What follows belongs to an exercise in optimizing a design on an open flow for small area; a production flow would make more cautious choices.
Only simulation tests tie the RTL to the original design; equivalence was not proved.
Power figures rest on the tool's default switching activity, not on a simulated workload.

==> flow/design.v <==
module flexpipe_top (
    input  logic                   clk,
    input  logic                   rst_n,
    input  logic                   dbg_mode,
    output logic [31:0]            dbg_cycle_count,
    input  logic [63:0]            s_axi_awaddr,
    input  logic                   s_axi_awvalid,
    output logic                   s_axi_awready,
    input  logic [31:0]            s_axi_wdata,
    input  logic [3:0]             s_axi_wstrb,
    input  logic                   s_axi_wvalid,
    output logic                   s_axi_wready,
    output logic [1:0]             s_axi_bresp,
    output logic                   s_axi_bvalid,
    input  logic                   s_axi_bready,
    input  logic                   core_idle,
    input  logic                   core_pipeline_drained,
    input  logic                   flip_ack,
    output logic                   request_flip,
    output logic [196:0]           active_config,
    output logic                   layer_start_pulse,
    input  logic [108:0]           core_mem_req,
    input  logic                   core_mem_req_valid,
    output logic                   core_mem_req_ready,
    output logic [267:0]           core_mem_resp,
    output logic                   core_mem_resp_valid,
    output logic [108:0]           mem_master_req,
    output logic                   mem_master_valid,
    input  logic                   mem_master_ready,
    input  logic [267:0]           mem_master_resp,
    input  logic                   mem_master_resp_valid
);
    logic [31:0] dbg_q;
    always @(posedge clk or negedge rst_n) begin
        if (!rst_n)        dbg_q <= 32'd0;
        else if (dbg_mode) dbg_q <= dbg_q + 32'd1;
    end
    assign dbg_cycle_count = dbg_q;
    logic        axi_w, axi_b;
    logic [1:0]  widx;
    logic        wr;
    assign wr = axi_w & s_axi_wvalid;
    always @(posedge clk or negedge rst_n) begin
        if (!rst_n) begin
            axi_w <= 1'b0;
            axi_b <= 1'b0;
            widx  <= 2'd0;
        end else begin
            axi_w <= axi_w ? ~s_axi_wvalid : (~axi_b & s_axi_awvalid);
            axi_b <= axi_b ? ~s_axi_bready : wr;
            if (wr) widx <= widx + 2'd1;
        end
    end
    assign s_axi_awready = ~(axi_w | axi_b);
    assign s_axi_wready  = axi_w;
    assign s_axi_bvalid  = axi_b;
    assign s_axi_bresp   = 2'b00;
    logic [31:0] sh_cc, sh_cb, sh_pw, sh_ds;
    always @(posedge clk) begin
        if (wr && widx == 2'd0) sh_cc <= s_axi_wdata;
        if (wr && widx == 2'd1) sh_cb <= s_axi_wdata;
        if (wr && widx == 2'd2) sh_pw <= s_axi_wdata;
        if (wr && widx == 2'd3) sh_ds <= s_axi_wdata;
    end
    logic        sh_valid, flip_req, start_pulse, act_valid;
    logic [3:0]  epoch;
    logic [31:0] act_cc, act_cb, act_pw, act_ds;
    logic        no_outstanding_active;
    logic        flip;
    assign flip = flip_req & flip_ack;
    always @(posedge clk or negedge rst_n) begin
        if (!rst_n) begin
            sh_valid    <= 1'b0;
            flip_req    <= 1'b0;
            start_pulse <= 1'b0;
            act_valid   <= 1'b0;
            epoch       <= 4'd0;
            act_cc      <= 32'd0;
            act_cb      <= 32'd0;
            act_pw      <= 32'd0;
            act_ds      <= 32'd0;
        end else begin
            sh_valid    <= ~flip & (sh_valid | (wr & widx == 2'd3));
            flip_req    <= flip_req ? ~flip_ack
                                    : (sh_valid & core_idle & core_pipeline_drained & no_outstanding_active);
            start_pulse <= flip;
            if (flip) begin
                act_valid <= 1'b1;
                epoch     <= epoch + 4'd1;
                act_cc    <= sh_cc;
                act_cb    <= sh_cb;
                act_pw    <= sh_pw;
                act_ds    <= sh_ds;
            end
        end
    end
    assign request_flip      = flip_req;
    assign layer_start_pulse = start_pulse;
    assign active_config     = {act_cc, act_cb, act_pw, act_ds, 64'd0, act_valid, epoch};
    logic [7:0] act_cnt;
    logic       core_dec;
    assign core_dec = mem_master_resp_valid & mem_master_resp[1] & ~mem_master_resp[11]
                    & (act_cnt != 8'd0);
    always @(posedge clk or negedge rst_n) begin
        if (!rst_n)                                         act_cnt <= 8'd0;
        else if (core_dec)                                  act_cnt <= act_cnt - 8'd1;
        else if (core_mem_req_valid && mem_master_ready)    act_cnt <= act_cnt + 8'd1;
    end
    assign no_outstanding_active = (act_cnt == 8'd0);
    logic s_pr, s_pw, s_dr, s_dw, s_done;
    logic idle, pf_valid, pf_grant, pf_resp, ep_ok, id_ok;
    logic ptr_hit, data_last, data_hit, more, abort;
    logic [3:0]  walk_epoch;
    logic [31:0] walk_cnt, walk_max;
    logic [63:0] data_addr;
    assign idle      = ~(s_pr | s_pw | s_dr | s_dw | s_done);
    assign pf_valid  = s_pr | s_dr;
    assign pf_grant  = pf_valid & ~core_mem_req_valid & mem_master_ready;
    assign pf_resp   = mem_master_resp_valid & mem_master_resp[11];
    assign ep_ok     = (mem_master_resp[5:2] == epoch);
    assign id_ok     = (mem_master_resp[10:6] == 5'd0);
    assign ptr_hit   = s_pw & pf_resp & ep_ok & id_ok;
    assign data_last = s_dw & pf_resp & ep_ok & mem_master_resp[1];
    assign data_hit  = data_last & id_ok;
    assign more      = (walk_cnt != walk_max);
    assign abort     = ~idle & start_pulse;
    assign walk_epoch = epoch - {3'd0, start_pulse};
    always @(posedge clk or negedge rst_n) begin
        if (!rst_n) begin
            s_pr   <= 1'b0;
            s_pw   <= 1'b0;
            s_dr   <= 1'b0;
            s_dw   <= 1'b0;
            s_done <= 1'b0;
        end else begin
            s_pr   <= ~abort & ((idle & sh_valid) | (s_pr & ~pf_grant) | (data_hit & more));
            s_pw   <= ~abort & ((s_pr & pf_grant) | (s_pw & ~ptr_hit));
            s_dr   <= ~abort & (ptr_hit | (s_dr & ~pf_grant));
            s_dw   <= ~abort & ((s_dr & pf_grant) | (s_dw & ~data_hit));
            s_done <= ~abort & ((data_hit & ~more) | (s_done & sh_valid));
        end
    end
    always @(posedge clk) begin
        if (idle) begin
            walk_cnt <= 32'd0;
            walk_max <= sh_pw;
        end else if (data_last && more) begin
            walk_cnt <= walk_cnt + 32'd1;
        end
    end
    always @(posedge clk) begin
        data_addr <= ({64{s_pw}} & mem_master_resp[75:12]) | ({64{s_dr}} & data_addr);
    end
    logic         sel_core, sel_pr, sel_dr;
    logic [108:0] core_part, pf_part;
    assign sel_core = core_mem_req_valid;
    assign sel_pr   = ~core_mem_req_valid & s_pr;
    assign sel_dr   = ~core_mem_req_valid & s_dr;
    assign core_part = {109{sel_core}} & {core_mem_req[108:13], 1'b0, core_mem_req[11:0]};
    assign pf_part   = {({64{sel_pr}} & {29'd0, walk_cnt, 3'd0}) | ({64{sel_dr}} & data_addr),
                        26'd0, sel_dr, 1'b0, sel_pr, 3'd0,
                        sel_pr | sel_dr, 5'd0,
                        {4{sel_pr | sel_dr}} & walk_epoch,
                        sel_dr, sel_pr,
                        1'b0};
    assign mem_master_valid   = core_mem_req_valid | pf_valid;
    assign mem_master_req     = core_part | pf_part;
    assign core_mem_req_ready = core_mem_req_valid & mem_master_ready;
    assign core_mem_resp       = mem_master_resp;
    assign core_mem_resp_valid = mem_master_resp_valid & ~mem_master_resp[11];
endmodule
Settings: LEC_CHECK=0, CAP_MARGIN=20, CORE_AREA=5 5 275 275, CTS_BUF_LIST=sky130_fd_sc_hd__clkbuf_8, CTS_CLUSTER_DIAMETER=75, CTS_CLUSTER_SIZE=16, DIE_AREA=0 0 280 280, GPL_ROUTABILITY_DRIVEN=0, SLEW_MARGIN=20; clock period 5.0 ns.
standard.sh (not shown) runs the stock make flow with config.mk's settings and CLKGATE_MAP_FILE= SYNTH_SCRIPT=/design/flow/synth_recipe.tcl, a recipe that flattens the netlist after the stock synthesis.
==> flow/flow/run.sh <==
#!/bin/bash
# The standard ORFS layout with these changes:
#  - ABC maps the combinational logic with an area-oriented script
#    (flow/abc_area.script); the rest of the synthesis is the standard flow's own, so the
#    registers, their names and their cells are the standard synthesis's;
#  - the port buffers use the smallest buffer cell;
#  - pins may also sit on met4 on the top and bottom edges, so that the die
#    can be smaller;
#  - one tie cell drives all the constant outputs (no tie fanout repair).
# Each tool's output goes to make_finish.log here and to ORFS's per-step logs
# under orfs/logs/.
set -euo pipefail
here=$(pwd)

sed 's#log_cmd abc {\*}\$abc_args#log_cmd abc -script '"$here"'/flow/abc_area.script {*}[lrange $abc_args 2 end]#' \
    "$FLOW_HOME/scripts/synth.tcl" > synth_area.tcl
grep -q 'flow/abc_area.script' synth_area.tcl
sed 's#source \$::env(SCRIPTS_DIR)/synth.tcl#source '"$here"'/synth_area.tcl#' synth_recipe.tcl > synth_top.tcl
grep -q 'synth_area.tcl' synth_top.tcl
sed 's#SYNTH_SCRIPT=[^ ]*#SYNTH_SCRIPT='"$here"'/synth_top.tcl#' standard.sh > layout.sh
grep -q 'synth_top.tcl' layout.sh

export BUFFER_PORTS_ARGS="-buffer_cell sky130_fd_sc_hd__buf_1"
export IO_PLACER_V="met2 met4"
export SKIP_REPAIR_TIE_FANOUT=1
bash layout.sh > make_finish.log 2>&1
==> flow/flow/abc_area.script <==
strash
dch -f
amap -m -F 2 -A 8
Then changed:
--- a/flow/flow/run.sh
+++ b/flow/flow/run.sh
@@ -8,3 +8,2 @@
 #    can be smaller;
-#  - one tie cell drives all the constant outputs (no tie fanout repair).
 # Each tool's output goes to make_finish.log here and to ORFS's per-step logs
@@ -24,3 +23,2 @@
 export IO_PLACER_V="met2 met4"
-export SKIP_REPAIR_TIE_FANOUT=1
 bash layout.sh > make_finish.log 2>&1
CTS_CLUSTER_DIAMETER = 50   (was 75)
GPL_ROUTABILITY_DRIVEN = not set   (was 0)
The new run finished clean.
Worst hold slack gets better by 0.16 ns.
Global-route usage goes up by 1.3 points.
Total power rises by about 3.5%.
Then changed:
--- a/flow/flow/run.sh
+++ b/flow/flow/run.sh
@@ -8,2 +8,3 @@
 #    can be smaller;
+#  - one tie cell drives all the constant outputs (no tie fanout repair).
 # Each tool's output goes to make_finish.log here and to ORFS's per-step logs
@@ -23,2 +24,3 @@
 export IO_PLACER_V="met2 met4"
+export SKIP_REPAIR_TIE_FANOUT=1
 bash layout.sh > make_finish.log 2>&1
==> flow/flow/abc_area.script (replaced) <==
strash
dc2
dch -f
amap -m -F 4 -A 8
Outcome: The new run ran to the end with no violations. Routed wire length increases by 4.4%. Worst hold slack is worse by 0.15 ns. Final area decreases by 0.35%.
Then changed:
==> flow/flow/abc_area.script (replaced) <==
strash
dch -f
amap -m -F 2 -A 8
GPL_ROUTABILITY_DRIVEN = 0   (was not set)
Flip-flop and latch count does not change.
Die area is unchanged.
Total power rises slightly.
Design area falls slightly.
Utilization falls by 0.32 points.

[afterwards: timing with drivers on the ports]
How much do the figures lean on ideal ports? The routed layouts below were timed once more, with nothing changed but the port constraints.
Step 1 sets driving cells, clkbuf_16 on the clock port and buf_2 on the other inputs (assumed; they add their load-dependent delay and slew).
Step 2 times the ports against the registers' clock, not the clock port: input delays grow and output delays shrink by t, the midpoint of the rising clock arrivals with the driver on.
Slacks: ideal ports / drivers / drivers and shift; pairs: ideal ports / drivers.
run	shift t [ns]	setup slack, ns	cell pins on the clock port's net
the first run	0.649	1.074 / 1.074 / 0.486	1
the second run	0.684	0.812 / 0.812 / 0.371	1
the third run	0.680	0.157 / 0.157 / -0.493	1
the fourth run	0.658	1.108 / 1.108 / 0.509	1
With both steps, setup timing fails in the third run, where it was met with ideal ports. The setup slack of the third run, which loses most, moves by 0.000 ns with the drivers and by -0.650 ns with both steps.
